Source: an optimization exercise on an open RTL-to-GDS flow (aim: small area). Production flows keep margins and buffers that such runs may drop. At most, simulation tests tie the RTL to the original design; equivalence was not proved. No functional check of the RTL was part of run 1. No activity file was given, so power comes from the tool's default toggle rates.

===== design/flow/constraint.sdc =====
create_clock -name core_clock -period 20.8 [get_ports {clk}]
set_input_delay 4.1600 -clock core_clock [delete_from_list [all_inputs] [get_ports {clk}]]
set_output_delay 4.1600 -clock core_clock [all_outputs]
set_load 0.01 [all_outputs]

===== design/flow/design.v =====
`timescale 1ns / 1ps
module opl_edge_detector #(
  parameter EDGE_LEVEL = 1,          
  parameter CLK_DLY = 0,             
  parameter INITIAL_INPUT_LEVEL = 0
) (
  input wire rst,
  input wire clk,
  input wire clk_en,
  input wire in,
  output reg edge_detected
);
  reg in_r0;
  reg in_r1;
  always @(posedge clk)
   if (rst) begin
      in_r0 <= INITIAL_INPUT_LEVEL;
      in_r1 <= INITIAL_INPUT_LEVEL;
   end else if (!CLK_DLY)
      in_r0 <= in;
    else if (clk_en) begin
      in_r0 <= in;
      in_r1 <= in_r0;
    end
  always @ *
    if (EDGE_LEVEL)
      if (!CLK_DLY)
        edge_detected = in && !in_r0;
      else
        edge_detected = in_r0 && !in_r1;
    else
      if (!CLK_DLY)
        edge_detected = !in && in_r0;
      else
        edge_detected = !in_r0 && in_r1;
endmodule
`timescale 1ns / 1ps
module opl_exp_lut (
  input wire [7:0] in,
  output reg [9:0] out
);
  always @ *
    case(in)
      8'h0:  out = 0;
      8'h1:  out = 3;
      8'h2:  out = 6;
      8'h3:  out = 8;
      8'h4:  out = 11;
      8'h5:  out = 14;
      8'h6:  out = 17;
      8'h7:  out = 20;
      8'h8:  out = 22;
      8'h9:  out = 25;
      8'ha:  out = 28;
      8'hb:  out = 31;
      8'hc:  out = 34;
      8'hd:  out = 37;
      8'he:  out = 40;
      8'hf:  out = 42;
      8'h10: out = 45;
      8'h11: out = 48;
      8'h12: out = 51;
      8'h13: out = 54;
      8'h14: out = 57;
      8'h15: out = 60;
      8'h16: out = 63;
      8'h17: out = 66;
      8'h18: out = 69;
      8'h19: out = 72;
      8'h1a: out = 75;
      8'h1b: out = 78;
      8'h1c: out = 81;
      8'h1d: out = 84;
      8'h1e: out = 87;
      8'h1f: out = 90;
      8'h20: out = 93;
      8'h21: out = 96;
      8'h22: out = 99;
      8'h23: out = 102;
      8'h24: out = 105;
      8'h25: out = 108;
      8'h26: out = 111;
      8'h27: out = 114;
      8'h28: out = 117;
      8'h29: out = 120;
      8'h2a: out = 123;
      8'h2b: out = 126;
      8'h2c: out = 130;
      8'h2d: out = 133;
      8'h2e: out = 136;
      8'h2f: out = 139;
      8'h30: out = 142;
      8'h31: out = 145;
      8'h32: out = 148;
      8'h33: out = 152;
      8'h34: out = 155;
      8'h35: out = 158;
      8'h36: out = 161;
      8'h37: out = 164;
      8'h38: out = 168;
      8'h39: out = 171;
      8'h3a: out = 174;
      8'h3b: out = 177;
      8'h3c: out = 181;
      8'h3d: out = 184;
      8'h3e: out = 187;
      8'h3f: out = 190;
      8'h40: out = 194;
      8'h41: out = 197;
      8'h42: out = 200;
      8'h43: out = 204;
      8'h44: out = 207;
      8'h45: out = 210;
      8'h46: out = 214;
      8'h47: out = 217;
      8'h48: out = 220;
      8'h49: out = 224;
      8'h4a: out = 227;
      8'h4b: out = 231;
      8'h4c: out = 234;
      8'h4d: out = 237;
      8'h4e: out = 241;
      8'h4f: out = 244;
      8'h50: out = 248;
      8'h51: out = 251;
      8'h52: out = 255;
      8'h53: out = 258;
      8'h54: out = 262;
      8'h55: out = 265;
      8'h56: out = 268;
      8'h57: out = 272;
      8'h58: out = 276;
      8'h59: out = 279;
      8'h5a: out = 283;
      8'h5b: out = 286;
      8'h5c: out = 290;
      8'h5d: out = 293;
      8'h5e: out = 297;
      8'h5f: out = 300;
      8'h60: out = 304;
      8'h61: out = 308;
      8'h62: out = 311;
      8'h63: out = 315;
      8'h64: out = 318;
      8'h65: out = 322;
      8'h66: out = 326;
      8'h67: out = 329;
      8'h68: out = 333;
      8'h69: out = 337;
      8'h6a: out = 340;
      8'h6b: out = 344;
      8'h6c: out = 348;
      8'h6d: out = 352;
      8'h6e: out = 355;
      8'h6f: out = 359;
      8'h70: out = 363;
      8'h71: out = 367;
      8'h72: out = 370;
      8'h73: out = 374;
      8'h74: out = 378;
      8'h75: out = 382;
      8'h76: out = 385;
      8'h77: out = 389;
      8'h78: out = 393;
      8'h79: out = 397;
      8'h7a: out = 401;
      8'h7b: out = 405;
      8'h7c: out = 409;
      8'h7d: out = 412;
      8'h7e: out = 416;
      8'h7f: out = 420;
      8'h80: out = 424;
      8'h81: out = 428;
      8'h82: out = 432;
      8'h83: out = 436;
      8'h84: out = 440;
      8'h85: out = 444;
      8'h86: out = 448;
      8'h87: out = 452;
      8'h88: out = 456;
      8'h89: out = 460;
      8'h8a: out = 464;
      8'h8b: out = 468;
      8'h8c: out = 472;
      8'h8d: out = 476;
      8'h8e: out = 480;
      8'h8f: out = 484;
      8'h90: out = 488;
      8'h91: out = 492;
      8'h92: out = 496;
      8'h93: out = 501;
      8'h94: out = 505;
      8'h95: out = 509;
      8'h96: out = 513;
      8'h97: out = 517;
      8'h98: out = 521;
      8'h99: out = 526;
      8'h9a: out = 530;
      8'h9b: out = 534;
      8'h9c: out = 538;
      8'h9d: out = 542;
      8'h9e: out = 547;
      8'h9f: out = 551;
      8'ha0: out = 555;
      8'ha1: out = 560;
      8'ha2: out = 564;
      8'ha3: out = 568;
      8'ha4: out = 572;
      8'ha5: out = 577;
      8'ha6: out = 581;
      8'ha7: out = 585;
      8'ha8: out = 590;
      8'ha9: out = 594;
      8'haa: out = 599;
      8'hab: out = 603;
      8'hac: out = 607;
      8'had: out = 612;
      8'hae: out = 616;
      8'haf: out = 621;
      8'hb0: out = 625;
      8'hb1: out = 630;
      8'hb2: out = 634;
      8'hb3: out = 639;
      8'hb4: out = 643;
      8'hb5: out = 648;
      8'hb6: out = 652;
      8'hb7: out = 657;
      8'hb8: out = 661;
      8'hb9: out = 666;
      8'hba: out = 670;
      8'hbb: out = 675;
      8'hbc: out = 680;
      8'hbd: out = 684;
      8'hbe: out = 689;
      8'hbf: out = 693;
      8'hc0: out = 698;
      8'hc1: out = 703;
      8'hc2: out = 708;
      8'hc3: out = 712;
      8'hc4: out = 717;
      8'hc5: out = 722;
      8'hc6: out = 726;
      8'hc7: out = 731;
      8'hc8: out = 736;
      8'hc9: out = 741;
      8'hca: out = 745;
      8'hcb: out = 750;
      8'hcc: out = 755;
      8'hcd: out = 760;
      8'hce: out = 765;
      8'hcf: out = 770;
      8'hd0: out = 774;
      8'hd1: out = 779;
      8'hd2: out = 784;
      8'hd3: out = 789;
      8'hd4: out = 794;
      8'hd5: out = 799;
      8'hd6: out = 804;
      8'hd7: out = 809;
      8'hd8: out = 814;
      8'hd9: out = 819;
      8'hda: out = 824;
      8'hdb: out = 829;
      8'hdc: out = 834;
      8'hdd: out = 839;
      8'hde: out = 844;
      8'hdf: out = 849;
      8'he0: out = 854;
      8'he1: out = 859;
      8'he2: out = 864;
      8'he3: out = 869;
      8'he4: out = 874;
      8'he5: out = 880;
      8'he6: out = 885;
      8'he7: out = 890;
      8'he8: out = 895;
      8'he9: out = 900;
      8'hea: out = 906;
      8'heb: out = 911;
      8'hec: out = 916;
      8'hed: out = 921;
      8'hee: out = 927;
      8'hef: out = 932;
      8'hf0: out = 937;
      8'hf1: out = 942;
      8'hf2: out = 948;
      8'hf3: out = 953;
      8'hf4: out = 959;
      8'hf5: out = 964;
      8'hf6: out = 969;
      8'hf7: out = 975;
      8'hf8: out = 980;
      8'hf9: out = 986;
      8'hfa: out = 991;
      8'hfb: out = 996;
      8'hfc: out = 1002;
      8'hfd: out = 1007;
      8'hfe: out = 1013;
      8'hff: out = 1018;
    endcase
endmodule
`timescale 1ns / 1ps
module opl_log_sine_lut (
  input wire [7:0] theta,
  output reg [11:0] out
);
  always @ *
    case(theta)
      8'h0:  out = 2137;
      8'h1:  out = 1731;
      8'h2:  out = 1543;
      8'h3:  out = 1419;
      8'h4:  out = 1326;
      8'h5:  out = 1252;
      8'h6:  out = 1190;
      8'h7:  out = 1137;
      8'h8:  out = 1091;
      8'h9:  out = 1050;
      8'ha:  out = 1013;
      8'hb:  out = 979;
      8'hc:  out = 949;
      8'hd:  out = 920;
      8'he:  out = 894;
      8'hf:  out = 869;
      8'h10: out = 846;
      8'h11: out = 825;
      8'h12: out = 804;
      8'h13: out = 785;
      8'h14: out = 767;
      8'h15: out = 749;
      8'h16: out = 732;
      8'h17: out = 717;
      8'h18: out = 701;
      8'h19: out = 687;
      8'h1a: out = 672;
      8'h1b: out = 659;
      8'h1c: out = 646;
      8'h1d: out = 633;
      8'h1e: out = 621;
      8'h1f: out = 609;
      8'h20: out = 598;
      8'h21: out = 587;
      8'h22: out = 576;
      8'h23: out = 566;
      8'h24: out = 556;
      8'h25: out = 546;
      8'h26: out = 536;
      8'h27: out = 527;
      8'h28: out = 518;
      8'h29: out = 509;
      8'h2a: out = 501;
      8'h2b: out = 492;
      8'h2c: out = 484;
      8'h2d: out = 476;
      8'h2e: out = 468;
      8'h2f: out = 461;
      8'h30: out = 453;
      8'h31: out = 446;
      8'h32: out = 439;
      8'h33: out = 432;
      8'h34: out = 425;
      8'h35: out = 418;
      8'h36: out = 411;
      8'h37: out = 405;
      8'h38: out = 399;
      8'h39: out = 392;
      8'h3a: out = 386;
      8'h3b: out = 380;
      8'h3c: out = 375;
      8'h3d: out = 369;
      8'h3e: out = 363;
      8'h3f: out = 358;
      8'h40: out = 352;
      8'h41: out = 347;
      8'h42: out = 341;
      8'h43: out = 336;
      8'h44: out = 331;
      8'h45: out = 326;
      8'h46: out = 321;
      8'h47: out = 316;
      8'h48: out = 311;
      8'h49: out = 307;
      8'h4a: out = 302;
      8'h4b: out = 297;
      8'h4c: out = 293;
      8'h4d: out = 289;
      8'h4e: out = 284;
      8'h4f: out = 280;
      8'h50: out = 276;
      8'h51: out = 271;
      8'h52: out = 267;
      8'h53: out = 263;
      8'h54: out = 259;
      8'h55: out = 255;
      8'h56: out = 251;
      8'h57: out = 248;
      8'h58: out = 244;
      8'h59: out = 240;
      8'h5a: out = 236;
      8'h5b: out = 233;
      8'h5c: out = 229;
      8'h5d: out = 226;
      8'h5e: out = 222;
      8'h5f: out = 219;
      8'h60: out = 215;
      8'h61: out = 212;
      8'h62: out = 209;
      8'h63: out = 205;
      8'h64: out = 202;
      8'h65: out = 199;
      8'h66: out = 196;
      8'h67: out = 193;
      8'h68: out = 190;
      8'h69: out = 187;
      8'h6a: out = 184;
      8'h6b: out = 181;
      8'h6c: out = 178;
      8'h6d: out = 175;
      8'h6e: out = 172;
      8'h6f: out = 169;
      8'h70: out = 167;
      8'h71: out = 164;
      8'h72: out = 161;
      8'h73: out = 159;
      8'h74: out = 156;
      8'h75: out = 153;
      8'h76: out = 151;
      8'h77: out = 148;
      8'h78: out = 146;
      8'h79: out = 143;
      8'h7a: out = 141;
      8'h7b: out = 138;
      8'h7c: out = 136;
      8'h7d: out = 134;
      8'h7e: out = 131;
      8'h7f: out = 129;
      8'h80: out = 127;
      8'h81: out = 125;
      8'h82: out = 122;
      8'h83: out = 120;
      8'h84: out = 118;
      8'h85: out = 116;
      8'h86: out = 114;
      8'h87: out = 112;
      8'h88: out = 110;
      8'h89: out = 108;
      8'h8a: out = 106;
      8'h8b: out = 104;
      8'h8c: out = 102;
      8'h8d: out = 100;
      8'h8e: out = 98;
      8'h8f: out = 96;
      8'h90: out = 94;
      8'h91: out = 92;
      8'h92: out = 91;
      8'h93: out = 89;
      8'h94: out = 87;
      8'h95: out = 85;
      8'h96: out = 83;
      8'h97: out = 82;
      8'h98: out = 80;
      8'h99: out = 78;
      8'h9a: out = 77;
      8'h9b: out = 75;
      8'h9c: out = 74;
      8'h9d: out = 72;
      8'h9e: out = 70;
      8'h9f: out = 69;
      8'ha0: out = 67;
      8'ha1: out = 66;
      8'ha2: out = 64;
      8'ha3: out = 63;
      8'ha4: out = 62;
      8'ha5: out = 60;
      8'ha6: out = 59;
      8'ha7: out = 57;
      8'ha8: out = 56;
      8'ha9: out = 55;
      8'haa: out = 53;
      8'hab: out = 52;
      8'hac: out = 51;
      8'had: out = 49;
      8'hae: out = 48;
      8'haf: out = 47;
      8'hb0: out = 46;
      8'hb1: out = 45;
      8'hb2: out = 43;
      8'hb3: out = 42;
      8'hb4: out = 41;
      8'hb5: out = 40;
      8'hb6: out = 39;
      8'hb7: out = 38;
      8'hb8: out = 37;
      8'hb9: out = 36;
      8'hba: out = 35;
      8'hbb: out = 34;
      8'hbc: out = 33;
      8'hbd: out = 32;
      8'hbe: out = 31;
      8'hbf: out = 30;
      8'hc0: out = 29;
      8'hc1: out = 28;
      8'hc2: out = 27;
      8'hc3: out = 26;
      8'hc4: out = 25;
      8'hc5: out = 24;
      8'hc6: out = 23;
      8'hc7: out = 23;
      8'hc8: out = 22;
      8'hc9: out = 21;
      8'hca: out = 20;
      8'hcb: out = 20;
      8'hcc: out = 19;
      8'hcd: out = 18;
      8'hce: out = 17;
      8'hcf: out = 17;
      8'hd0: out = 16;
      8'hd1: out = 15;
      8'hd2: out = 15;
      8'hd3: out = 14;
      8'hd4: out = 13;
      8'hd5: out = 13;
      8'hd6: out = 12;
      8'hd7: out = 12;
      8'hd8: out = 11;
      8'hd9: out = 10;
      8'hda: out = 10;
      8'hdb: out = 9;
      8'hdc: out = 9;
      8'hdd: out = 8;
      8'hde: out = 8;
      8'hdf: out = 7;
      8'he0: out = 7;
      8'he1: out = 7;
      8'he2: out = 6;
      8'he3: out = 6;
      8'he4: out = 5;
      8'he5: out = 5;
      8'he6: out = 5;
      8'he7: out = 4;
      8'he8: out = 4;
      8'he9: out = 4;
      8'hea: out = 3;
      8'heb: out = 3;
      8'hec: out = 3;
      8'hed: out = 2;
      8'hee: out = 2;
      8'hef: out = 2;
      8'hf0: out = 2;
      8'hf1: out = 1;
      8'hf2: out = 1;
      8'hf3: out = 1;
      8'hf4: out = 1;
      8'hf5: out = 1;
      8'hf6: out = 1;
      8'hf7: out = 1;
      8'hf8: out = 0;
      8'hf9: out = 0;
      8'hfa: out = 0;
      8'hfb: out = 0;
      8'hfc: out = 0;
      8'hfd: out = 0;
      8'hfe: out = 0;
      8'hff: out = 0;
    endcase
endmodule
`timescale 1ns / 1ps
module ksl_add_rom # (
  parameter integer KSL_ADD_WIDTH = 8  
) (
  input wire [10-1:0] fnum,
  input wire [3-1:0] block,
  input wire [2-1:0] ksl,
  output reg [KSL_ADD_WIDTH-1:0] ksl_add
);
  reg [6:0] rom_out;
  wire signed [KSL_ADD_WIDTH-1:0] tmp0;
  wire signed [KSL_ADD_WIDTH-1:0] tmp1;
  wire [10-6-1:0] fnum_shifted;
  assign fnum_shifted = fnum >> 6;
  always @ *
    case (fnum_shifted)
      0:  rom_out = 0;
      1:  rom_out = 32;
      2:  rom_out = 40;
      3:  rom_out = 45;
      4:  rom_out = 48;
      5:  rom_out = 51;
      6:  rom_out = 53;
      7:  rom_out = 55;
      8:  rom_out = 56;
      9:  rom_out = 58;
      10: rom_out = 59;
      11: rom_out = 60;
      12: rom_out = 61;
      13: rom_out = 62;
      14: rom_out = 63;
      15: rom_out = 64;
    endcase
  assign tmp0 = block - 8;
  assign tmp1 = rom_out + (tmp0 << 3);
  always @ *
    case (ksl)
    0: ksl_add = 0;
    1: ksl_add = tmp1 <= 0 ? 0 : tmp1 << 1;
    2: ksl_add = tmp1 <= 0 ? 0 : tmp1;
    3: ksl_add = tmp1 <= 0 ? 0 : tmp1 << 2;
    endcase
endmodule
`timescale 1ns / 1ps
module tremolo (
  input wire rst,
  input wire clk,
  input wire sample_clk_en,
  input wire dam,  
  output wire [5-1:0] am_val
);
  localparam TREMOLO_MAX_COUNT = 13*1024;
  localparam TREMOLO_INDEX_WIDTH = 14;
  reg [TREMOLO_INDEX_WIDTH-1:0] tremolo_index;
  wire [TREMOLO_INDEX_WIDTH-8-1:0] am_val_tmp0;
  wire [TREMOLO_INDEX_WIDTH-8-1:0] am_val_tmp1;
  always @(posedge clk)
    if (rst)
      tremolo_index <= 0;
    else if (sample_clk_en)
      if (tremolo_index == TREMOLO_MAX_COUNT - 1)
        tremolo_index <= 0;
      else
        tremolo_index <= tremolo_index + 1;
  assign am_val_tmp0 = tremolo_index >> 8;
  assign am_val_tmp1 = (am_val_tmp0 > 26) ? (2*26 + ~am_val_tmp0) : am_val_tmp0;
  assign am_val = dam ? am_val_tmp1 : am_val_tmp1 >> 2;
endmodule
`timescale 1ns / 1ps
module vibrato (
  input wire [12:0] vibrato_index,
  input wire [10-1:0] fnum,
  input wire dvb,
  output wire [10-1:0] vib_val
);
  wire [10-1:0] delta0;
  wire [10-1:0] delta1;
  wire [10-1:0] delta2;
  assign delta0 = fnum >> 7;
  assign delta1 = ((vibrato_index >> 10) & 3) == 3 ? delta0 >> 1 : delta0;
  assign delta2 = !dvb ? delta1 >> 1 : delta1;
  assign vib_val = ((vibrato_index >> 10) & 4) != 0 ? ~delta2 : delta2;
endmodule
`timescale 1ns / 1ps
module env_rate_counter (
  input wire ksr,  
  input wire nts,  
  input wire [10-1:0] fnum,
  input wire [3-1:0] block,
  input wire [4-1:0] requested_rate,
  output wire [17:0] increment
);
  wire [8-1:0] rate_tmp0;
  wire [8-1:0] rate_tmp1;
  wire [8-1:0] rate_tmp2;
  wire [8-1:0] effective_rate;
  wire [8-1:0] rate_value;
  wire [8-1:0] requested_rate_shifted;
  wire [1:0] rof;
  assign rate_tmp0 = nts ? fnum[8] : fnum[9];
  assign rate_tmp1 = rate_tmp0 | (block << 1);
  assign rate_tmp2 = ksr ? rate_tmp1 : rate_tmp1 >> 2;
  assign requested_rate_shifted = requested_rate << 2;
  assign effective_rate = (rate_tmp2 + requested_rate_shifted > 60) ?  60 : rate_tmp2 + requested_rate_shifted;
  assign rate_value = effective_rate >> 2;
  assign rof = effective_rate[1:0];
  assign increment = (4 | rof) << rate_value;
endmodule
`timescale 1ns / 1ps
module envelope_generator #(
  parameter SILENCE = 511
)(
  input wire [4-1:0] ar,   
  input wire [4-1:0] dr,   
  input wire [4-1:0] sl,   
  input wire [4-1:0] rr,   
  input wire ksr,                       
  input wire egt,                       
  input wire nts,                       
  input wire [10-1:0] fnum,
  input wire [3-1:0] block,
  input wire key_on_old,
  input wire key_off_old,
  input wire key_on_new,
  input wire key_off_new,
  input wire [1:0] state0,
  input wire [9-1:0] env_int0,
  input wire [14:0] counter0,
  output reg [1:0] state2,
  output reg [9-1:0] env_int1,
  output wire [14:0] counter1
);
  localparam [1:0]
    RELEASE  = 2'b00,
    ATTACK  = 2'b01,
    DECAY   = 2'b10,
    SUSTAIN  = 2'b11;
  reg [1:0] next_state;
  reg [1:0] state1;
  reg [4-1:0] requested_rate1;
  reg [4-1:0] requested_rate2;
  wire [17:0] increment1;
  wire [17:0] increment2;
  wire [17:0] overflow_tmp;
  wire [8-1:0] rate_counter_overflow;
  always @ *
    case (state0)
    ATTACK: next_state = env_int0 == 0 ? DECAY : ATTACK;
    DECAY: next_state = (env_int0 >> 4) >= sl ? SUSTAIN : DECAY;
    SUSTAIN: next_state = !egt ? RELEASE : SUSTAIN;
    RELEASE: next_state = RELEASE;
    default: next_state = RELEASE;
    endcase
  always @ *
    if (key_on_old)
      state1 = ATTACK;
    else if (key_off_old)
      state1 = RELEASE;
    else
      state1 = next_state;
  always @ *
    if (key_on_new)
      state2 = ATTACK;
    else if (key_off_new)
      state2 = RELEASE;
    else
      state2 = state1;
  always @ *
    case (state1)
    ATTACK: requested_rate1 = ar;
    DECAY: requested_rate1 = dr;
    SUSTAIN: requested_rate1 = 0;
    RELEASE: requested_rate1 = rr;
    default: requested_rate1 = rr;
    endcase
  always @ *
    case (state2)
    ATTACK: requested_rate2 = ar;
    DECAY: requested_rate2 = dr;
    SUSTAIN: requested_rate2 = 0;
    RELEASE: requested_rate2 = rr;
    default: requested_rate2 = rr;
    endcase
  env_rate_counter rate1 (
    .ksr(ksr),
    .nts(nts),
    .fnum(fnum),
    .block(block),
    .requested_rate(requested_rate1),
    .increment(increment1)
  );
  env_rate_counter rate2 (
    .ksr(ksr),
    .nts(nts),
    .fnum(fnum),
    .block(block),
    .requested_rate(requested_rate2),
    .increment(increment2)
  );
  assign counter1 = requested_rate1 != 0 ? counter0 + increment1 : counter0;
  assign overflow_tmp = counter1 + increment2;
  assign rate_counter_overflow = overflow_tmp >> 15;
  always @ *
    if (state2 == ATTACK && rate_counter_overflow != 0 && env_int0 != 0)
      env_int1 = env_int0 - (((env_int0*rate_counter_overflow) >> 3) + 1);
    else if (state2 == DECAY || state2 == RELEASE)
      if (env_int0 + rate_counter_overflow > SILENCE)
        env_int1 = SILENCE;
      else
        env_int1 = env_int0 + rate_counter_overflow;
    else
      env_int1 = env_int0;
endmodule
`timescale 1ns / 1ps
module calc_rhythm_phase (
  input wire rst,
  input wire clk,
  input wire sample_clk_en,
  input wire [20-1:0] phase_acc,
  input wire [20-1:0] friend_phase_acc,
  input wire [2:0] op_type,
  output reg [20-1:0] rhythm_phase
);
  localparam RAND_POLYNOMIAL = 'h800302;  
  localparam RAND_NUM_WIDTH = 24;
  reg [20-10-1:0] friend_phase;
  wire [20-10-1:0] phase_bit;
  wire [20-10-1:0] upper_current_phase;
  reg [20-10-1:0] noise_bit;
  reg [RAND_NUM_WIDTH-1:0] rand_num;
  assign upper_current_phase = phase_acc >> 10;
  always @ *
    case (op_type)
    2:   friend_phase = friend_phase_acc >> 10;
    5: friend_phase = friend_phase_acc >> 10;
    default:    friend_phase = 0;
    endcase
  assign
    phase_bit = (((upper_current_phase & 'h88) ^ ((upper_current_phase << 5) & 'h80)) |
     ((friend_phase ^ (friend_phase << 2)) & 'h20)) ? 'h02 : 'h00;
  always @ *
    case (op_type)
    2:   noise_bit = rand_num[0] << 1;
    4: noise_bit = rand_num[0] << 8;
    default:    noise_bit = 0;
    endcase
  always @ *
    case (op_type)
    0:   rhythm_phase = phase_acc;
    1: rhythm_phase = phase_acc;
    2:   rhythm_phase = ((phase_bit << 8) | ('h34 << (phase_bit ^ noise_bit))) << 10;
    3:  rhythm_phase = phase_acc;
    4: rhythm_phase = (('h100 + (upper_current_phase & 'h100)) ^ noise_bit) << 10;
    5: rhythm_phase = ((1 + phase_bit) << 8) << 10;
    default:    rhythm_phase = phase_acc;
    endcase
  always @(posedge clk)
    if (rst)
      rand_num <= 1;
    else if (sample_clk_en)
      if (rand_num & 1)
        rand_num <= (rand_num ^ RAND_POLYNOMIAL) >> 1;
      else
        rand_num <= rand_num >> 1;
endmodule
`timescale 1ns / 1ps
module calc_phase_inc (
  input wire [10-1:0] fnum,
  input wire [4-1:0] mult,
  input wire [3-1:0] block,
  input wire vib,
  input wire signed [10-1:0] vib_val,
  output reg signed [20-1:0] phase_inc
);
  reg signed [20-1:0] post_mult;
  reg [3:0] pre_mult_adj;
  always @(*) begin
    case (mult)
    'h0: pre_mult_adj = 1;
    'h1: pre_mult_adj = 1;
    'h2: pre_mult_adj = 2;
    'h3: pre_mult_adj = 3;
    'h4: pre_mult_adj = 4;
    'h5: pre_mult_adj = 5;
    'h6: pre_mult_adj = 6;
    'h7: pre_mult_adj = 7;
    'h8: pre_mult_adj = 8;
    'h9: pre_mult_adj = 9;
    'hA: pre_mult_adj = 10;
    'hB: pre_mult_adj = 10;
    'hC: pre_mult_adj = 12;
    'hD: pre_mult_adj = 12;
    'hE: pre_mult_adj = 15;
    'hF: pre_mult_adj = 15;
    default: pre_mult_adj = 1;
    endcase
  end
  wire [10+3:0] fnum_mult = fnum * pre_mult_adj;
  wire [20-1:0] fnum_mult_shifted = fnum_mult << block;
  always @ *
    case (mult)
    'h0: post_mult = fnum_mult_shifted >> 1;
    default: post_mult = fnum_mult_shifted;
    endcase
  always @ *
    if (vib)
      phase_inc = post_mult + vib_val;
    else
      phase_inc = post_mult;
endmodule
`timescale 1ns / 1ps
module operator (
  input wire clk,
  input wire [10-1:0] fnum,
  input wire [4-1:0] mult,
  input wire [3-1:0] block,
  input wire [2-1:0] ws,
  input wire vib,
  input wire kon,                       
  input wire [4-1:0] ar,   
  input wire [4-1:0] dr,   
  input wire [4-1:0] sl,   
  input wire [4-1:0] rr,   
  input wire [6-1:0] tl,    
  input wire ksr,                       
  input wire [2-1:0] ksl,  
  input wire egt,                       
  input wire am,                        
  input wire nts,                       
  input wire [5-1:0] am_val,
  input wire [10-1:0] vib_val,
  input wire [20-1:0] rhythm_phase_in_friend,
  input wire rhythm_on_old,             
  input wire rhythm_on_new,
  input wire use_feedback,
  input wire [3-1:0] fb,
  input wire signed [13-1:0] feedback1,
  input wire signed [13-1:0] feedback2,
  input wire [13-1:0] modulation,
  input wire [2:0] op_type,
  input wire rand_en,
  input wire rst,
  input wire kon_r0,
  input wire kon_r1,
  input wire koff_r0,
  input wire koff_r1,
  input wire [45:0] st_in,
  output wire [45:0] st_out,
  output reg signed [13-1:0] out
);
  localparam LOG_SIN_OUT_WIDTH = 12;
  localparam EXP_OUT_WIDTH = 10;
  localparam LOG_SIN_PLUS_GAIN_WIDTH = 13;
  localparam SILENCE = 511;
  wire [1:0] state0 = st_in[1:0];
  wire [9-1:0] env_int0 = st_in[10:2];
  wire [14:0] counter0 = st_in[25:11];
  wire [20-1:0] phase_acc0 = st_in[45:26];
  wire normal = op_type == 0;
  wire koff_r0_new = normal ? kon : koff_r0;
  wire koff_r1_new = normal ? koff_r0 : koff_r1;
  wire key_on_old = (kon_r0 && !kon_r1) || rhythm_on_old;
  wire key_off_old = !koff_r0 && koff_r1;
  wire key_on_new = (kon && !kon_r0) || rhythm_on_new;
  wire key_off_new = !koff_r0_new && koff_r1_new;
  wire [1:0] state2;
  wire [9-1:0] env_int1;
  wire [14:0] counter1;
  envelope_generator envelope_generator (
    .ar(ar),
    .dr(dr),
    .sl(sl),
    .rr(rr),
    .ksr(ksr),
    .egt(egt),
    .nts(nts),
    .fnum(fnum),
    .block(block),
    .key_on_old(key_on_old),
    .key_off_old(key_off_old),
    .key_on_new(key_on_new),
    .key_off_new(key_off_new),
    .state0(state0),
    .env_int0(env_int0),
    .counter0(counter0),
    .state2(state2),
    .env_int1(env_int1),
    .counter1(counter1)
  );
  wire signed [20-1:0] phase_inc;
  wire [20-1:0] rhythm_phase;
  wire signed [13-1:0] feedback_result;
  reg signed [13+1+2**3-1:0] feedback_result_p0;
  calc_phase_inc calc_phase_inc (
    .fnum(fnum),
    .mult(mult),
    .block(block),
    .vib(vib),
    .vib_val(vib_val),
    .phase_inc(phase_inc)
  );
  calc_rhythm_phase calc_rhythm_phase (
    .rst(rst),
    .clk(clk),
    .sample_clk_en(rand_en),
    .phase_acc(phase_acc0),
    .friend_phase_acc(rhythm_phase_in_friend),
    .op_type(op_type),
    .rhythm_phase(rhythm_phase)
  );
  always @ *
    if (fb == 0)
      feedback_result_p0 = 0;
    else
      feedback_result_p0 = ((feedback1 +
       feedback2) <<< fb);
  assign feedback_result = feedback_result_p0 >>> 9;
  wire [13-1:0] modulation_in = use_feedback ? feedback_result : modulation;
  wire [20-1:0] phase_sum = phase_acc0 + phase_inc;
  wire [20-1:0] phase_acc1 = key_on_new ? 0 : phase_sum;
  wire rhythm_op = op_type == 2 || op_type == 4 ||
   op_type == 5;
  wire [9:0] phase_hi = rhythm_op ? rhythm_phase[19:10] + phase_inc[19:10] :
   phase_sum[19:10];
  wire [9:0] final_phase = key_on_new ? 10'd0 : phase_hi + modulation_in[9:0];
  assign st_out = {phase_acc1, counter1, env_int1, state2};
  wire [9-1:0] level_add;  
  wire [7:0] ksl_add;
  ksl_add_rom ksl_add_rom (
    .fnum(fnum),
    .block(block),
    .ksl(ksl),
    .ksl_add(ksl_add)
  );
  assign level_add = am ? (tl << 2) + ksl_add + am_val : (tl << 2) + ksl_add;
  reg [9:0] final_phase_p;
  reg [9-1:0] env_int_p;
  reg [9-1:0] level_add_p;
  reg [2-1:0] ws_p;
  reg shift_p;
  always @(posedge clk) begin
    final_phase_p <= final_phase;
    env_int_p <= env_int1;
    level_add_p <= level_add;
    ws_p <= ws;
    shift_p <= !(op_type == 0 || op_type == 1);
  end
  reg signed [9+1:0] env_tmp;  
  reg [9-1:0] env;
  wire [LOG_SIN_OUT_WIDTH-1:0] log_sin_out;
  wire [LOG_SIN_PLUS_GAIN_WIDTH-1:0] log_sin_plus_gain;
  wire [EXP_OUT_WIDTH-1:0] exp_out;
  wire [13-1:0] tmp_out0;
  reg signed [13-1:0] tmp_out1;
  reg signed [13-1:0] tmp_out2;
  wire signed [13-1:0] tmp_ws2;
  always @ * begin
    env_tmp = env_int_p + level_add_p;
    if (env_tmp < 0)
      env = 0;
    else if (env_tmp > SILENCE)
      env = SILENCE;
    else
      env = env_tmp;
  end
  opl_log_sine_lut log_sine_lut_inst (
    .theta(final_phase_p[8] ? ~final_phase_p[7:0] : final_phase_p[7:0]),
    .out(log_sin_out)
  );
  assign log_sin_plus_gain = (log_sin_out) + (env << 3);
  opl_exp_lut exp_lut_inst (
    .in(~log_sin_plus_gain[7:0]),
    .out(exp_out)
  );
  assign tmp_out0 = (2**10 + exp_out) << 1;
  assign tmp_ws2 = tmp_out1 < 0 ? ~tmp_out1 : tmp_out1;
  always @ *
    if (final_phase_p[9])
      tmp_out1 = ~(tmp_out0 >> log_sin_plus_gain[LOG_SIN_PLUS_GAIN_WIDTH-1:8]);
    else
      tmp_out1 = tmp_out0 >> log_sin_plus_gain[LOG_SIN_PLUS_GAIN_WIDTH-1:8];
  always @ *
    case (ws_p)
    0: tmp_out2 = tmp_out1;
    1: tmp_out2 = tmp_out1 < 0 ? 0 : tmp_out1;
    2: tmp_out2 = tmp_ws2;
    3: tmp_out2 = final_phase_p[8] ? 0 : tmp_ws2;
    endcase
  always @ *
    if (shift_p)
      out = tmp_out2 << 1;
    else
      out = tmp_out2;
endmodule
`timescale 1ns / 1ps
module timer #(
  parameter MAX_VALUE  
) (
  input wire rst,
  input wire clk,
  input wire [8-1:0] init,
  input wire start,
  output reg overflow
);
  reg [8-1:0] counter;
  reg [
  (MAX_VALUE <= 2) ? 1 : (
  (MAX_VALUE <= 4) ? 2 : (
  (MAX_VALUE <= 8) ? 3 : (
  (MAX_VALUE <= 16) ? 4 : (
  (MAX_VALUE <= 32) ? 5 : (
  (MAX_VALUE <= 64) ? 6 : (
  (MAX_VALUE <= 128) ? 7 : (
  (MAX_VALUE <= 256) ? 8 : (
  (MAX_VALUE <= 512) ? 9 : (
  (MAX_VALUE <= 1024) ? 10 : (
  (MAX_VALUE <= 2048) ? 11 : (
  (MAX_VALUE <= 4196) ? 12 : (
  (MAX_VALUE <= 8192) ? 13 : (
  (MAX_VALUE <= 16384) ? 14 : (
  (MAX_VALUE <= 32768) ? 15 : (
  (MAX_VALUE <= 32768) ? 16 : (
  (MAX_VALUE <= 131072) ? 17 : (
  (MAX_VALUE <= 262144) ? 18 : (
  (MAX_VALUE <= 524288) ? 19 : (
  (MAX_VALUE <= 1048576) ? 20 : (
  (MAX_VALUE <= 2097152) ? 21 : (
  (MAX_VALUE <= 4194304) ? 22 : (
  (MAX_VALUE <= 8388608) ? 23 : (
  (MAX_VALUE <= 4194304) ? 24 : (
  (MAX_VALUE <= 16777216) ? 25 : (
  (MAX_VALUE <= 33554432) ? 26 : (
  -1))))))))))))))))))))))))))-1:0] sub_counter;
  wire start_pulse;
  opl_edge_detector #(
    .EDGE_LEVEL(1),
    .CLK_DLY(1)
  ) start_timer_edge_detect (
    .rst(rst),
    .clk(clk),
    .clk_en(1'b1),
    .in(start),
    .edge_detected(start_pulse)
  );
  always @(posedge clk) begin
    overflow <= 0;
    if (rst) begin
      counter <= 0;
      sub_counter <= 0;
    end else if (start_pulse) begin
      counter <= init;
      sub_counter <= MAX_VALUE - 1;
    end else if (start) begin
      sub_counter <= sub_counter - 1;
      if (!sub_counter) begin
        sub_counter <= MAX_VALUE - 1;
        counter <= counter + 1;
        if (&counter) begin
          overflow <= 1;
          counter <= init;
        end
      end
    end
  end
endmodule
`timescale 1ns / 1ps
module opl2 (
  input rst,  
  input clk,  
  input  [7:0] din,
  output [7:0] dout,
  input cs_n,
  input wr_n,
  input a0,
  output reg irq_n,
  output reg signed [15:0] sample
);
localparam integer CNTR_MAX = 873;
localparam integer TIMER1_MAX = 3456;
localparam integer TIMER2_MAX = 15360;
localparam NOP = 18;
localparam NCH = 9;
localparam QDEPTH = 9;
localparam [44:0] STATE_RESET = 45'd511 << 2;  
function [7:0] op_off(input integer k);
  op_off = (k < 6) ? k : (k < 12) ? k + 2 : k + 4;
endfunction
wire read  = !cs_n && !a0;
wire write = !cs_n && !wr_n;
wire addr_write = (!a0 && write);
wire reg_write = (a0 && write);
reg timer1_overflow;
reg timer2_overflow;
assign dout = read ? {timer1_overflow | timer2_overflow, timer1_overflow, timer2_overflow, 5'd0} : 8'h00;
reg [7:0] index;
always @(posedge clk, posedge rst) begin
  if (rst) index <= 0;
  else if (addr_write) index <= {din};
end
reg [11:0] cntr;
reg sample_clk_en;
always @(posedge clk, posedge rst)
  if (rst) begin
    cntr <= 12'd0;
    sample_clk_en <= 1'b0;
  end else begin
    cntr <= cntr == CNTR_MAX-1 ? 12'd0 : cntr + 1'b1;
    sample_clk_en <= cntr == 12'd0;
  end
reg calc;
reg car;
wire [3:0] q;
always @(posedge clk, posedge rst)
  if (rst) begin
    calc <= 0;
    car <= 0;
  end else if (sample_clk_en) begin
    calc <= 1;
    car <= 0;
  end else if (calc && q == NCH - 1) begin
    car <= 1;
    if (car)
      calc <= 0;
  end
wire calc_mod = calc && !car;
wire calc_car = calc && car;
reg [7:0] qa [0:QDEPTH-1];
reg [7:0] qd [0:QDEPTH-1];
reg [3:0] q_wp, q_rp, q_lp, q_n;
reg [7:0] q_last;
wire any_fresh;
wire hold = calc && !(car && q == NCH - 1);
wire q_pop = !hold && !any_fresh && q_n != 0;
wire q_use = reg_write && (sample_clk_en || hold || any_fresh || q_n != 0);
wire q_merge = q_use && q_n != 0 && q_last == index && !(q_pop && q_n == 1);
wire q_push = q_use && !q_merge;
function [3:0] q_inc(input [3:0] p);
  q_inc = p == QDEPTH - 1 ? 4'd0 : p + 1'b1;
endfunction
always @(posedge clk)
  if (rst) begin
    q_wp <= 0;
    q_rp <= 0;
    q_lp <= 0;
    q_n <= 0;
  end else begin
    if (q_push) begin
      q_wp <= q_inc(q_wp);
      q_lp <= q_wp;
      q_last <= index;
    end
    if (q_pop)
      q_rp <= q_inc(q_rp);
    q_n <= q_n + q_push - q_pop;
  end
genvar i;
generate
  for (i = 0; i < QDEPTH; i = i + 1) begin: queue
    always @(posedge clk) begin
      if (q_push && q_wp == i) begin
        qa[i] <= index;
        qd[i] <= din;
      end else if (q_merge && q_lp == i)
        qd[i] <= din;
    end
  end
endgenerate
wire lw = q_pop || (reg_write && !q_use);
wire [7:0] la = q_pop ? qa[q_rp] : index;
wire [7:0] ld = q_pop ? qd[q_rp] : din;
reg [33:0] reg_mod [0:NCH-1];
reg [33:0] reg_car [0:NCH-1];
reg [19:0] reg_ch [0:NCH-1];
reg r08;
reg [7:0] rBD;
wire [7:0] ldr = rst ? 8'd0 : ld;
always @(posedge clk) begin
  if (rst || (lw && la == 8'h08)) r08 <= ldr[6];
  if (rst || (lw && la == 8'hBD)) rBD <= ldr;
end
reg [3:0] head_ch;
always @(posedge clk, posedge rst)
  if (rst)
    head_ch <= NCH - 2;
  else
    head_ch <= head_ch == NCH - 1 ? 4'd0 : head_ch + 1'b1;
wire [3:0] head_ch_next = head_ch == NCH - 1 ? 4'd0 : head_ch + 1'b1;
assign q = head_ch;
wire [4:0] la_off = la[4:0];
wire la_op_grp = la[7:5] == 3'd1 || la[7:5] == 3'd2 || la[7:5] == 3'd3 ||
 la[7:5] == 3'd4 || la[7:5] == 3'd7;
wire la_op = la_op_grp && la_off[4:3] != 2'd3 && la_off[2:1] != 2'd3;
wire la_op_car = la_off[2:0] >= 3'd3;
wire la_ch = (la[7:4] == 4'hA || la[7:4] == 4'hB || la[7:4] == 4'hC) && la[3:0] < NCH;
wire [3:0] la_q = la_op ? la_off[4:3] * 3 + (la_off[2:0] >= 3'd3 ? la_off[2:0] - 3'd3 : la_off[2:0]) : la[3:0];
wire [3:0] la_pos = la_q >= head_ch_next ? la_q - head_ch_next : la_q + NCH - head_ch_next;
wire [4:0] wr_op_byte = {la[7:5] == 3'd1, la[7:5] == 3'd2, la[7:5] == 3'd3,
 la[7:5] == 3'd4, la[7:5] == 3'd7};
wire [2:0] wr_ch_byte = {la[7:4] == 4'hA, la[7:4] == 4'hB, la[7:4] == 4'hC};
wire wr_mod = lw && la_op && !la_op_car;
wire wr_car = lw && la_op && la_op_car;
wire wr_ch = lw && la_ch;
function [33:0] put_op(input [33:0] old, input [4:0] sel, input [7:0] d);
  put_op = {sel[4] ? d : old[33:26], sel[3] ? d : old[25:18],
   sel[2] ? d : old[17:10], sel[1] ? d : old[9:2], sel[0] ? d[1:0] : old[1:0]};
endfunction
function [19:0] put_ch(input [19:0] old, input [2:0] sel, input [7:0] d);
  put_ch = {sel[2] ? d : old[19:12], sel[1] ? d[5:0] : old[11:6],
   sel[0] ? d[5:0] : old[5:0]};
endfunction
wire nts = r08;
wire dam = rBD[7];
wire dvb = rBD[6];
wire ryt = rBD[5];
wire bd  = rBD[4];
wire sd  = rBD[3];
wire tom = rBD[2];
wire tc  = rBD[1];
wire hh  = rBD[0];
reg [44:0] mod_state [0:NCH-1];
reg [44:0] car_state [0:NCH-1];
reg [5:0] key_det [0:NCH-1];
reg signed [12:0] mod_out [0:NCH-1];
reg signed [12:0] car_out [0:NCH-1];
reg signed [12:0] feedback2 [0:NCH-1];
wire [45:0] st_out;
wire signed [12:0] op_out;
reg wb_mod, wb_car;
always @(posedge clk) begin
  wb_mod <= calc_mod;
  wb_car <= calc_car;
end
reg [NCH-1:0] fresh;
assign any_fresh = |fresh;
always @(posedge clk)
  if (rst)
    fresh <= {NCH{1'b1}};
  else
    fresh <= {1'b0, fresh[NCH-1:1]};
wire [44:0] mod_state0 = fresh[0] ? STATE_RESET : mod_state[0];
wire [44:0] car_state0 = fresh[0] ? STATE_RESET : car_state[0];
wire [44:0] st_out_kept = {st_out[45:12], st_out[10:0]};
wire [5:0] key_det0 = fresh[0] ? 6'd0 : key_det[0];
wire signed [12:0] mod_out0 = fresh[0] ? 13'sd0 : mod_out[0];
wire signed [12:0] car_out0 = fresh[0] ? 13'sd0 : car_out[0];
wire signed [12:0] feedback20 = fresh[0] ? 13'sd0 : feedback2[0];
wire [33:0] reg_mod0 = fresh[0] ? 34'd0 : reg_mod[0];
wire [33:0] reg_car0 = fresh[0] ? 34'd0 : reg_car[0];
wire [19:0] reg_ch0 = fresh[0] ? 20'd0 : reg_ch[0];
genvar p;
generate
  for (p = 0; p < NCH; p = p + 1) begin: reg_ring
    wire [33:0] mod_in = p == NCH - 1 ? reg_mod0 : reg_mod[(p + 1) % NCH];
    wire [33:0] car_in = p == NCH - 1 ? reg_car0 : reg_car[(p + 1) % NCH];
    wire [19:0] ch_in = p == NCH - 1 ? reg_ch0 : reg_ch[(p + 1) % NCH];
    wire here = la_pos == p;
    always @(posedge clk) begin
      reg_mod[p] <= put_op(mod_in, {5{wr_mod && here}} & wr_op_byte, ld);
      reg_car[p] <= put_op(car_in, {5{wr_car && here}} & wr_op_byte, ld);
      reg_ch[p] <= put_ch(ch_in, {3{wr_ch && here}} & wr_ch_byte, ld);
    end
  end
endgenerate
integer k;
always @(posedge clk) begin
  for (k = 0; k < NCH - 1; k = k + 1) begin
    mod_state[k] <= mod_state[k+1];
    car_state[k] <= car_state[k+1];
    mod_out[k] <= mod_out[k+1];
    car_out[k] <= car_out[k+1];
    key_det[k] <= key_det[k+1];
    feedback2[k] <= feedback2[k+1];
  end
  mod_state[NCH-1] <= calc_mod ? st_out_kept : mod_state0;
  car_state[NCH-1] <= calc_car ? st_out_kept : car_state0;
  mod_out[NCH-1] <= mod_out0;
  car_out[NCH-1] <= car_out0;
  key_det[NCH-1] <= calc_mod ? key_det_new : key_det0;
  feedback2[NCH-1] <= feedback20;
  if (wb_mod) begin
    mod_out[7] <= op_out;
    feedback2[7] <= mod_out[8];
  end
  if (wb_car)
    car_out[7] <= op_out;
end
reg [4:0] mod_op;
always @ (*)
  case (q)
  0: mod_op = 0;  1: mod_op = 1;  2: mod_op = 2;
  3: mod_op = 6;  4: mod_op = 7;  5: mod_op = 8;
  6: mod_op = 12; 7: mod_op = 13; default: mod_op = 14;
  endcase
wire [4:0] op = car ? mod_op + 5'd3 : mod_op;
wire ryt_hh_tom = ryt && (q == 7 || q == 8);
reg [2:0] op_type;
always @ (*)
  if (!ryt)
    op_type = 0;
  else
    case (q)
    6: op_type = 1;
    7: op_type = car ? 4 : 2;
    8: op_type = car ? 5 : 3;
    default: op_type = 0;
    endcase
wire [33:0] c_op = car ? reg_car0 : reg_mod0;
wire [7:0] c20 = c_op[33:26];
wire [7:0] c40 = c_op[25:18];
wire [7:0] c60 = c_op[17:10];
wire [7:0] c80 = c_op[9:2];
wire [1:0] cE0 = c_op[1:0];
wire [7:0] cA0 = reg_ch0[19:12];
wire [5:0] cB0 = reg_ch0[11:6];
wire [5:0] cC0 = reg_ch0[5:0];
wire [9:0] fnum = {cB0[1:0], cA0};
wire use_feedback = !car && !ryt_hh_tom;
wire [2:0] fb_cur = use_feedback ? cC0[3:1] : 3'd0;
wire [12:0] modulation = (!car || cC0[0] || ryt_hh_tom) ? 13'd0 : mod_out0;
wire [19:0] friend_phase_acc = car ? mod_state[NCH-1][44:25] : car_state[1][44:25];
reg [12:0] vibrato_base;
always @(posedge clk)
  if (rst)
    vibrato_base <= 0;
  else if (calc_car && q == NCH - 1)
    vibrato_base <= vibrato_base + NOP;
wire [12:0] vibrato_index = vibrato_base + op + 1'b1;
wire [9:0] vib_val;
vibrato vibrato (
  .vibrato_index(vibrato_index),
  .fnum(fnum),
  .dvb(dvb),
  .vib_val(vib_val)
);
wire [5-1:0] am_val;
tremolo tremolo (
  .rst(rst),
  .clk(clk),
  .sample_clk_en(sample_clk_en),
  .dam(dam),
  .am_val(am_val)
);
reg [4:0] rhy_r0, rhy_r1;
reg [4:0] rhy_sel;
always @ (*)
  case (op_type)
  1:  rhy_sel = 5'b00001;
  4: rhy_sel = 5'b00010;
  3:    rhy_sel = 5'b00100;
  5: rhy_sel = 5'b01000;
  2:     rhy_sel = 5'b10000;
  default:        rhy_sel = 5'b00000;
  endcase
wire [4:0] rhy_in = {hh, tc, tom, sd, bd};
wire rhythm_on_old = |(rhy_sel & rhy_r0 & ~rhy_r1);
wire rhythm_on_new = |(rhy_sel & rhy_in & ~rhy_r0);
always @(posedge clk)
  if (rst) begin
    rhy_r0 <= 0;
    rhy_r1 <= 0;
  end else if (calc) begin
    rhy_r0 <= (rhy_sel & rhy_in) | (~rhy_sel & rhy_r0);
    rhy_r1 <= (rhy_sel & rhy_r0) | (~rhy_sel & rhy_r1);
  end
wire normal = op_type == 0;
wire kx = key_det0[5], ky = key_det0[4], kz = key_det0[3];
wire fx = key_det0[2], fy = key_det0[1], fz = key_det0[0];
wire kon_r0 = car ? ky : kx;
wire kon_r1 = car ? kz : ky;
wire koff_r0 = car && normal ? fy : fx;
wire koff_r1 = car && normal ? fz : fy;
wire [5:0] key_det_new = {cB0[5], kx, ky, normal ? {cB0[5], fx, fy} : {fx, fy, fz}};
operator operator_inst(
  .clk(clk),
  .fnum(fnum),
  .mult(c20[3:0]),
  .block(cB0[4:2]),
  .ws(cE0),
  .vib(c20[6]),
  .kon(cB0[5]),
  .ar(c60[7:4]),
  .dr(c60[3:0]),
  .sl(c80[7:4]),
  .rr(c80[3:0]),
  .tl(c40[5:0]),
  .ksr(c20[4]),
  .ksl(c40[7:6]),
  .egt(c20[5]),
  .am(c20[7]),
  .nts(nts),
  .am_val(am_val),
  .vib_val(vib_val),
  .rhythm_phase_in_friend(friend_phase_acc),
  .rhythm_on_old(rhythm_on_old),
  .rhythm_on_new(rhythm_on_new),
  .use_feedback(use_feedback),
  .fb(fb_cur),
  .feedback1(mod_out0),
  .feedback2(feedback20),
  .modulation(modulation),
  .op_type(op_type),
  .rand_en(sample_clk_en),
  .rst(rst),
  .kon_r0(kon_r0),
  .kon_r1(kon_r1),
  .koff_r0(koff_r0),
  .koff_r1(koff_r1),
  .st_in(car ? {car_state0[44:11], 1'b0, car_state0[10:0]} : {mod_state0[44:11], 1'b0, mod_state0[10:0]}),
  .st_out(st_out),
  .out(op_out)
);
reg cnt0_prev;
always @(posedge clk)
  if (calc_mod && q == 0)
    cnt0_prev <= cC0[0];
wire cnt_cur = q == 0 ? cnt0_prev : cC0[0];
wire signed [12:0] m_out = mod_out0;
wire signed [12:0] c_out = car_out0;
reg signed [12:0] ch_a;
reg signed [12:0] ch_b;
always @ (*) begin
  ch_a = 0;
  ch_b = c_out;
  if (q == 6 && ryt) begin
    if (!cnt_cur) ch_b = m_out;
  end else if (cnt_cur || (ryt && q >= 7))
    ch_a = m_out;
end
wire signed [13:0] channel_out = ch_a + ch_b;
reg signed [19-1:0] channel_acc_pre_clamp;
always @(posedge clk, posedge rst)
  if (rst)
    channel_acc_pre_clamp <= 0;
  else if (sample_clk_en)
    channel_acc_pre_clamp <= 0;
  else if (calc_mod)
    channel_acc_pre_clamp <= channel_acc_pre_clamp + channel_out;
always @(posedge clk, posedge rst)
  if (rst)
    sample <= 0;
  else if (sample_clk_en)
    if (channel_acc_pre_clamp > 2**15 - 1)
      sample <= 2**15 - 1;
    else if (channel_acc_pre_clamp < -2**15)
      sample <= -2**15;
    else
      sample <= channel_acc_pre_clamp;
reg [7:0] timer1_preset;
always @(posedge clk, posedge rst) begin
  if (rst)                  timer1_preset <= 0;
  else if (reg_write && index == 2) timer1_preset <= din;
end
reg timer1_mask;
reg timer1_active;
always @(posedge clk, posedge rst) begin
  if (rst) {timer1_mask, timer1_active} <= 0;
  else if (reg_write && index == 4 && ~din[7]) {timer1_mask, timer1_active} <= {din[6], din[0]};
end
wire timer1_pulse;
timer #(
  .MAX_VALUE(TIMER1_MAX)
) timer1(
  .rst(rst),
  .clk(clk),
  .init(timer1_preset),
  .start(timer1_active),
  .overflow(timer1_pulse)
);
always @(posedge clk, posedge rst) begin
  if (rst) timer1_overflow <= 0;
  else begin
    if (reg_write && index == 4 && din[7]) timer1_overflow <= 0;
    if (timer1_pulse)                 		 timer1_overflow <= 1;
  end
end
reg [7:0] timer2_preset;
always @(posedge clk, posedge rst) begin
  if (rst) timer2_preset <= 0;
  else if (reg_write && index == 3) timer2_preset <= din;
end
reg timer2_mask;
reg timer2_active;
always @(posedge clk, posedge rst) begin
  if (rst) {timer2_mask, timer2_active} <= 0;
  else if (reg_write && index == 4 && ~din[7]) {timer2_mask, timer2_active} <= {din[5], din[1]};
end
wire timer2_pulse;
timer #(.MAX_VALUE(TIMER2_MAX)) timer2 (
  .rst(rst),
  .clk(clk),
  .init(timer2_preset),
  .start(timer2_active),
  .overflow(timer2_pulse)
);
always @(posedge clk, posedge rst) begin
  if (rst) timer2_overflow <= 0;
  else begin
    if (reg_write && index == 4 && din[7]) timer2_overflow <= 0;
    if (timer2_pulse)                      timer2_overflow <= 1;
  end
end
always @(posedge clk, posedge rst) begin
  if (rst) irq_n <= 1;
  else begin
    if (reg_write && index == 4 && din[7]) irq_n <= 1;
    if (~timer1_mask && timer1_pulse)      irq_n <= 0;
    if (~timer2_mask && timer2_pulse)      irq_n <= 0;
  end
end
endmodule

===== design/flow/standard.sh =====
#!/bin/bash
# synth_recipe.tcl (not shown) runs the flow's synth.tcl, then flattens the netlist and writes it again
# the make line also repeats each setting of config.mk as NAME=value (left out here)
make -C /OpenROAD-flow-scripts/flow DESIGN_CONFIG=/design/flow/config.mk WORK_HOME=/design/flow/orfs CLKGATE_MAP_FILE= SYNTH_SCRIPT=/design/flow/synth_recipe.tcl "${@:-finish}"

===== design/flow/flow/run.sh =====
#!/bin/bash
# The standard layout (standard.sh), with clock tree synthesis using
# clkbuf_8 buffers, large sink clusters and no dummy loads. The make output
# goes to standard_flow.log; each ORFS step keeps its own log under orfs/logs/.
set -euo pipefail
export CTS_ARGS="-sink_clustering_enable -repair_clock_nets -dont_use_dummy_load -buf_list sky130_fd_sc_hd__clkbuf_8 -sink_clustering_size 20 -sink_clustering_max_diameter 40"
bash standard.sh > standard_flow.log 2>&1

===== design/flow/config.mk =====
export PLATFORM = sky130hd
export DESIGN_NAME = opl2
export DESIGN_NICKNAME = opl2
export VERILOG_FILES = /design/flow/design.v
export SDC_FILE = /design/flow/constraint.sdc
export NUM_CORES = 4
export LEC_CHECK = 0
export ABC_AREA = 1
export CAP_MARGIN = 10
export CORE_MARGIN = 2
export CORE_UTILIZATION = 68
export GPL_TIMING_DRIVEN = 0
export PLACE_DENSITY = 0.78
export SLEW_MARGIN = 10

==> flow_summary_export.csv, run 1 <==
group,metric,value,unit
outcome,status,"finished clean",
pwr,ir_worst_vdd,0.0747,mV
sta,period_share,88.0,%
pwr,p_per_area,79.5,mW/mm2
sta,final.setup_skew,120,ps
routing,wire_per_inst,21.6,um
placement,gp_congestion,1.04,
clock_tree,cts_hold_buf,0,
die,io_pins,38,
sta,slew_viol_final,0,
worst_setup_path,crit_start,"fresh[0]",
yosys,synth-compound-area-share,12.8,%
pwr,total_power,0.00735,W
yosys,ys_seq_elements,2401,
hold_path,holdPathEnd,"mod_state[0][2]",
die,die_h,361,um
worst_setup_path,cp_num_buf_inv,15,
yosys,yosysSeqAreaShare,57.7,%
worst_setup_path,r2r-end,"mod_state[8][10]",
sta,hold_viol,0,
worst_setup_path,cp-end-kind,"register",
sta,setup_tns,0,ps
die,die_area,0.131,mm2
yosys,synth_top_flop_cell,"dfxtp_1",
routing,wl,251000,um
worst_setup_path,cpMostUsedCell,"nand2_1",
routing,drt_first_pass_iters,9,
placement,port_buffers,32,
hold_path,whs_path_depth,0,
sta,worst_pin_slew,1370,ps
worst_setup_path,worstRegToRegCells,83,
yosys,synthCells,9670,
worst_setup_path,critPathKind,"reg -> reg",
worst_setup_path,cpPeakStageDelay,1000,ps
clock_tree,post_cts_buffers,0,
global_route,antenna_found_initial,15,
hold_path,worstHoldStart,"mod_state[1][2]",
global_route,grt_pass1_vias,64400,
die,fp.dieW,361,um
global_route,overflow,0,
pwr,power.leakage,38.3,nW
die,start_util,68.3,%
cells_and_area,final_nets,10300,
yosys,synthArstFlopShare,3.54,%
clock_tree,clockBufferDepth,3,
routing,via_count,68100,
routing,drcViolationCount,0,
routing,first_iter_violations,8523,
clock_tree,clock-sinks,2401,
clock_tree,clk-insertion-delay-late,970,ps
worst_setup_path,cp.required,21670,ps
cells_and_area,mostFrequentLayoutCells,"dfxtp_1, nand2_1, o21ai_0",
routing,vias_per_cell,5.88,
sta,fmax,54.6,MHz
hold_path,hold_class,"reg -> reg",
worst_setup_path,cp_max_fo,10,
global_route,grt_max_degree,53,
clock_tree,h-tree-depth,4,
routing,ant_nets,0,
yosys,yosys.area_share.simple,16.8,%
yosys,synthAdderAreaFrac,5.54,%
yosys,synth_xor_area_share,1.53,%
worst_setup_path,worstReg2RegStart,"fresh[0]",
yosys,ys_warn_count,23,
sta,fin_crit,18300,ps
cells_and_area,drive_gt1_share,5.17,%
sta,rsz0062_at_grt,"no",
worst_setup_path,path_delay_family,"buffers and inverters",
global_route,grt_pass1_wl,376000,um
cells_and_area,area_delta_synth_final,6.31,%
yosys,synth_top_family_by_area,"simple AND/OR/NAND/NOR gates",
yosys,synth.avg_cell_area,8.99,um2
global_route,gr-usage-all-layers,37.7,%
clock_tree,cts.clk_slew.worst_paths,110,ps
worst_setup_path,slowest_stage,"clkbuf_1",
sta,maxSlewHeadroom,8.97,%
die,core.rowCount,131,
sta,setup_viol,0,
yosys,yosysUniqueCellTypes,80,
clock_tree,post_cts_resized,0,
job,maxCapViolCount,0,
die,core_area,0.127,mm2
clock_tree,root_buffer,"clkbuf_8",
yosys,muxShareOfSynthArea,0.0921,%
yosys,netlist_area,0.0869,mm2
sta,fin_worst_hold_slack,233,ps
placement,dp_hpwl,186000,um
cells_and_area,final_common_cell,"dfxtp_1",
clock_tree,cts_tree,"built",
worst_setup_path,rrSetupSlack,2500,ps
yosys,synth_edf_count,162,
worst_setup_path,crit_arrival,19170,ps
clock_tree,cts_buffers,209,
worst_setup_path,startpoint_type,"register",
[cell usage after synthesis (22+ instances only)]
master | n | area share (%)
dfxtp_1 | 2154 | 50
nand2_1 | 2130 | 9.2
o21ai_0 | 1039 | 6.0
inv_1 | 810 | 3.5
nor2_1 | 675 | 2.9
nand3_1 | 389 | 2.2
o21ai_1 | 360 | 2.1
clkbuf_1 | 294 | 1.3
a21oi_1 | 288 | 1.7
ha_1 | 284 | 4.1
edfxtp_1 | 162 | 5.6
xor2_1 | 98 | 0.99
dfrtp_1 | 81 | 2.3
nor3_1 | 73 | 0.42
fa_1 | 63 | 1.5
a31oi_1 | 57 | 0.41
xnor2_1 | 52 | 0.52
nand2_2 | 50 | 0.36
buf_2 | 46 | 0.26
or2_2 | 40 | 0.29
o211ai_1 | 36 | 0.31
o21bai_1 | 33 | 0.29
a221oi_1 | 32 | 0.32
buf_1 | 26 | 0.11
nand4_1 | 26 | 0.19
o22ai_1 | 24 | 0.17
a211oi_1 | 23 | 0.20
inv_2 | 23 | 0.099
a22o_1 | 22 | 0.22
nor2_2 | 22 | 0.16
[worst max path at each step]
stage	endpoint	slack, ps	depth (start not counted)
floorplan	car_state[8][10]	8370	86
global placement	car_state[8][10]	3560	84
CTS	mod_state[8][10]	2940	88
global route	mod_state[8][10]	1480	83
detailed placement	mod_state[8][10]	3000	87
finish	mod_state[8][10]	2500	83
[layout make-up]
type / count / area [um2]
Sequential cell: 2401 / 50100
Fill cell: 9363 / 34800
Multi-Input combinational cell: 6031 / 32000
Inverter: 853 / 3200
Clock buffer: 209 / 2880
Tap cell: 1662 / 2080
Buffer: 389 / 1640
Timing Repair Buffer: 41 / 438
Antenna cell: 6 / 15.0
[report_power, final]
part	switching (W)	total (W)	internal (W)
Clock	0.00139	0.00228	0.000889
Combinational	0.000263	0.000359	0.0000955
Sequential	0.0000313	0.00471	0.00468
Total	0.00168	0.00735	0.00567
[through the flow]
step | cells | cell area (um2) | util (%) | worst slack [ps]
after global placement | 11400 | 89300 | 70.2 | 3560
after floorplan | 9674 | 86900 | - | 8370
after global routing | 11600 | 92400 | 72.6 | 1480
final | 11600 | 92400 | 72.6 | 2500
after CTS | 11600 | 92400 | 72.6 | 2940
after detailed placement | 11400 | 89500 | 70.4 | 3000
[cells by family (layout without fill, tap and decap cells)]
kind of cell | count (synthesis) | count (layout)
and+or+nand+nor | 3487 | 3487
DFF | 2401 | 2401
AOI/OAI and AO/OA | 2033 | 2033
buffers and inverters | 1242 | 1492
adders and majority gates | 347 | 347
xor gates and xnor gates | 151 | 151
muxes | 8 | 8
other | 1 | 11
[registers in the layout, indices dropped and copies added (netlist names), 10 cells and up, named ones only]
signal and flops:
reg_ch 162, sample 16, car_out 117, reg_mod 306, operator_inst.final_phase_p 10, qd 72, qa 72, channel_acc_pre_clamp 19
reg_car 306, mod_out 117, mod_state 405, cntr 12, key_det 54, car_state 405, timer1.sub_counter 12, vibrato_base 12
timer2.sub_counter 14, tremolo.tremolo_index 14, operator_inst.calc_rhythm_phase.rand_num 23, feedback2 117
[routing by layer]
metal / vias up / wire length [um] / part of all wire, % / GRT usage [%]
met5: - / 75 / 0.030 / 0
met4: 10 / 13700 / 5.5 / 18.7
met3: 780 / 24500 / 9.8 / 7.37
met2: 3674 / 111000 / 44 / 58.6
met1: 31700 / 102000 / 41 / 50.7
li1: 31900 / - / - / -
==> inputs of run 2 (changes only) <==
--- a/design/flow/design.v
+++ b/design/flow/design.v
@@ -1148,3 +1148,3 @@
 localparam NCH = 9;
-localparam QDEPTH = 9;
+localparam QDEPTH = 10;
 localparam [44:0] STATE_RESET = 45'd511 << 2;  
@@ -1197,5 +1197,4 @@
 wire any_fresh;
-wire hold = calc && !(car && q == NCH - 1);
-wire q_pop = !hold && !any_fresh && q_n != 0;
-wire q_use = reg_write && (sample_clk_en || hold || any_fresh || q_n != 0);
+wire q_pop = !calc && !any_fresh && q_n != 0;
+wire q_use = reg_write && (sample_clk_en || calc || any_fresh || q_n != 0);
 wire q_merge = q_use && q_n != 0 && q_last == index && !(q_pop && q_n == 1);
--- a/design/flow/config.mk
+++ b/design/flow/config.mk
@@ -10,5 +10,5 @@
 export CORE_MARGIN = 2
-export CORE_UTILIZATION = 68
+export CORE_UTILIZATION = 60
 export GPL_TIMING_DRIVEN = 0
-export PLACE_DENSITY = 0.78
+export PLACE_DENSITY = 0.72
 export SLEW_MARGIN = 10
==> run 2 against run 1 <==
  * Combinational power down 5%
  * Final area grew 0.47%
  * Setup slack gained 40 ps
  * Clock power increased by 3%
  * Die area grew 13%
==> flow_summary_export.csv, run 2 <==
group,metric,value,unit
outcome,status,"finished clean",
sta,fin_crit,18260,ps
clock_tree,clock-sinks,2417,
worst_setup_path,cp.required,21620,ps
clock_tree,post_cts_resized,0,
placement,port_buffers,32,
sta,slew_viol_final,0,
pwr,switching_share,22.6,%
clock_tree,root_buffer,"clkbuf_8",
routing,wire_per_inst,21.6,um
global_route,grt_max_degree,51,
worst_setup_path,rrSetupSlack,2540,ps
yosys,synth_top_flop_cell,"dfxtp_1",
yosys,ys_seq_elements,2417,
placement,gp_congestion,1.02,
clock_tree,post_cts_buffers,0,
job,maxCapViolCount,0,
cells_and_area,final_common_cell,"nand2_1",
global_route,grt_pass1_vias,62300,
worst_setup_path,critPathKind,"reg -> reg",
routing,drcViolationCount,0,
routing,wl,256000,um
routing,vias_per_cell,5.67,
yosys,ys_warn_count,23,
yosys,synth.avg_cell_area,8.99,um2
yosys,synthArstFlopShare,3.52,%
die,die_h,384,um
die,die_area,0.148,mm2
clock_tree,clockBufferDepth,3,
pwr,combinationalPowerShare,4.6,%
pwr,power.leakage,38.0,nW
sta,setup_tns,0,ps
worst_setup_path,cp-end-kind,"register",
sta,rsz0062_at_grt,"no",
yosys,synth_xor_area_share,1.52,%
yosys,synth_common_cells,"nand2_1, dfxtp_1, o21ai_0",
yosys,yosysTopAreaCell,"dfxtp_1",
cells_and_area,final_nets,10300,
sta,hold_viol,0,
routing,ant_nets,0,
die,io_pins,38,
placement,place_inst,11600,
global_route,overflow,0,
yosys,synth_top_family_by_area,"simple AND/OR/NAND/NOR gates",
pwr,ir_worst_vdd,0.0842,mV
yosys,netlist_area,0.0868,mm2
routing,drt_first_pass_iters,19,
cells_and_area,fin_util,64.6,%
cells_and_area,design_area,0.0928,mm2
yosys,synth_area_leaders,"dfxtp_1, nand2_1, o21ai_0, edfxtp_1, ha_1",
worst_setup_path,slowest_stage,"clkbuf_1",
sta,fmax,54.8,MHz
clock_tree,h-tree-depth,4,
cells_and_area,reg.largest.list,"car_state x405, mod_state x405",
yosys,synthAdderAreaFrac,5.43,%
global_route,gr-usage-all-layers,33.9,%
pwr,p_switching,0.00168,W
yosys,synth.most_common_cell,"nand2_1",
sta,maxSlewHeadroom,12.4,%
yosys,yosys.area_share.simple,16.6,%
worst_setup_path,cpPeakStageDelay,960,ps
die,core.rowCount,139,
sta,setup_viol,0,
sta,final.setup_skew,185,ps
yosys,yosysUniqueCellTypes,74,
cells_and_area,final_cells,11800,
yosys,yosysSeqAreaShare,58.3,%
sta,worst_pin_slew,1280,ps
global_route,antenna_found_initial,15,
worst_setup_path,cpMostUsedCell,"nand2_1",
worst_setup_path,cp_max_fo,10,
worst_setup_path,startpoint_type,"register",
pwr,p_per_area,80.2,mW/mm2
yosys,synthCells,9659,
yosys,synth-compound-area-share,12.6,%
clock_tree,cts_tree,"built",
routing,via_count,67200,
clock_tree,clk-insertion-delay-late,1010,ps
cells_and_area,drive_gt1_share,4.49,%
hold_path,hold_class,"reg -> reg",
routing,first_iter_violations,7327,
clock_tree,cts_buffers,224,
pwr,clkPwrFrac,31.6,%
yosys,synth_edf_count,178,
placement,place_area,0.0897,mm2
sta,period_share,87.8,%
worst_setup_path,crit_arrival,19080,ps
yosys,muxShareOfSynthArea,0.184,%
die,start_util,60.4,%
placement,dp_hpwl,192000,um
die,fp.dieW,384,um
global_route,grt_pass1_wl,376000,um
pwr,internal_power,0.00576,W
clock_tree,cts.clk_slew.worst_paths,110,ps
die,core_area,0.144,mm2
cells_and_area,mostFrequentLayoutCells,"nand2_1, dfxtp_1, o21ai_0",
pwr,seqPwrFrac,63.9,%
clock_tree,cts_hold_buf,0,
yosys,synth_top_area_share,49.7,%
cells_and_area,area_delta_synth_final,6.92,%
sta,fin_worst_hold_slack,252,ps
[run 2: final timing paths]
path,startpoint,to,depth (start not counted)
max,fresh[0],mod_state[8][10],87
min in group asynchronous,rst,head_ch[3],5
min reg2reg,mod_state[6][28],mod_state[5][28],0
min,mod_state[6][28],mod_state[5][28],0
max reg2reg,fresh[0],mod_state[8][10],87
max in group asynchronous,rst,irq_n,6
[run 2: power by group through the flow]
stage | clock network, W | logic (W) | registers [W]
2_1_floorplan | 0 | 0.000223 | 0.00484
3_3_place_gp | 0 | 0.000327 | 0.00486
3_5_place_dp | 0 | 0.000336 | 0.00486
4_1_cts | 0.00237 | 0.000338 | 0.00475
5_1_grt | 0.00254 | 0.000378 | 0.00476
6_report | 0.00235 | 0.000341 | 0.00475
[run 2: stage by stage]
step | setup slack (ps) | total power, W
3_5_place_dp | 2920 | 0.00519
5_1_grt | 1600 | 0.00768
2_1_floorplan | 8650 | 0.00507
6_report | 2540 | 0.00744
4_1_cts | 2860 | 0.00746
3_3_place_gp | 3310 | 0.00518
[run 2: logic make-up after synthesis]
kind of cell / Yosys count
other: 1
AND/OR/NAND/NOR: 3502
multiplexers: 16
buffers and inverters: 1240
XOR/XNOR: 150
flip-flops: 2417
AO/OA/AOI/OAI: 1994
adder cells (fa/ha/maj): 339
[run 2: layer usage]
layer	GRT usage [%]	vias up	part of all wire, %
met2	52.2	3212	43
li1	-	32000	-
met1	46.9	31400	43
met5	0	-	0.0051
met4	14.7	2	4.6
met3	6.01	631	9.1
[run 2: worst max-delay path, delay by kind of cell, from the launching register on]
kind	cells	cell delay (ps)
compound gates	15	3260
fa+ha+maj	8	3010
flops	1	390
xor+xnor	3	540
simple gates	42	4540
buf+inv	19	6410
[run 2: cell type report]
| class | count | area (um2) |
|---|---|---|
| clock buffers | 224 | 3080 |
| inverters | 846 | 3180 |
| plain buffers | 394 | 1570 |
| diodes | 9 | 22.5 |
| flip-flops and latches | 2417 | 50600 |
| fillers | 12100 | 50800 |
| repair buffers | 41 | 423 |
| well taps | 1903 | 2380 |
| multi-input cells | 6006 | 31600 |

port drivers added, routing unchanged:
Ports are ideal in the flow. The routed layouts listed here were re-timed in OpenROAD.
Step 1 assumes that a clkbuf_16 drives the clock port and a buf_2 every other input.
Step 2 times the ports against the registers' clock, not the clock port: input delays grow and output delays shrink by t, the midpoint of the rising clock arrivals with the driver on.
Slacks: no drivers / after step 1 / after step 2; pairs: no drivers / after step 1.
| run | t (ns) | setup WS [ns] |
|---|---|---|
| run 1 | 1.001 | 2.502 / 2.502 / 2.502 |
| run 2 | 0.996 | 2.542 / 2.542 / 2.542 |
After both steps setup and hold are still met in every run listed.
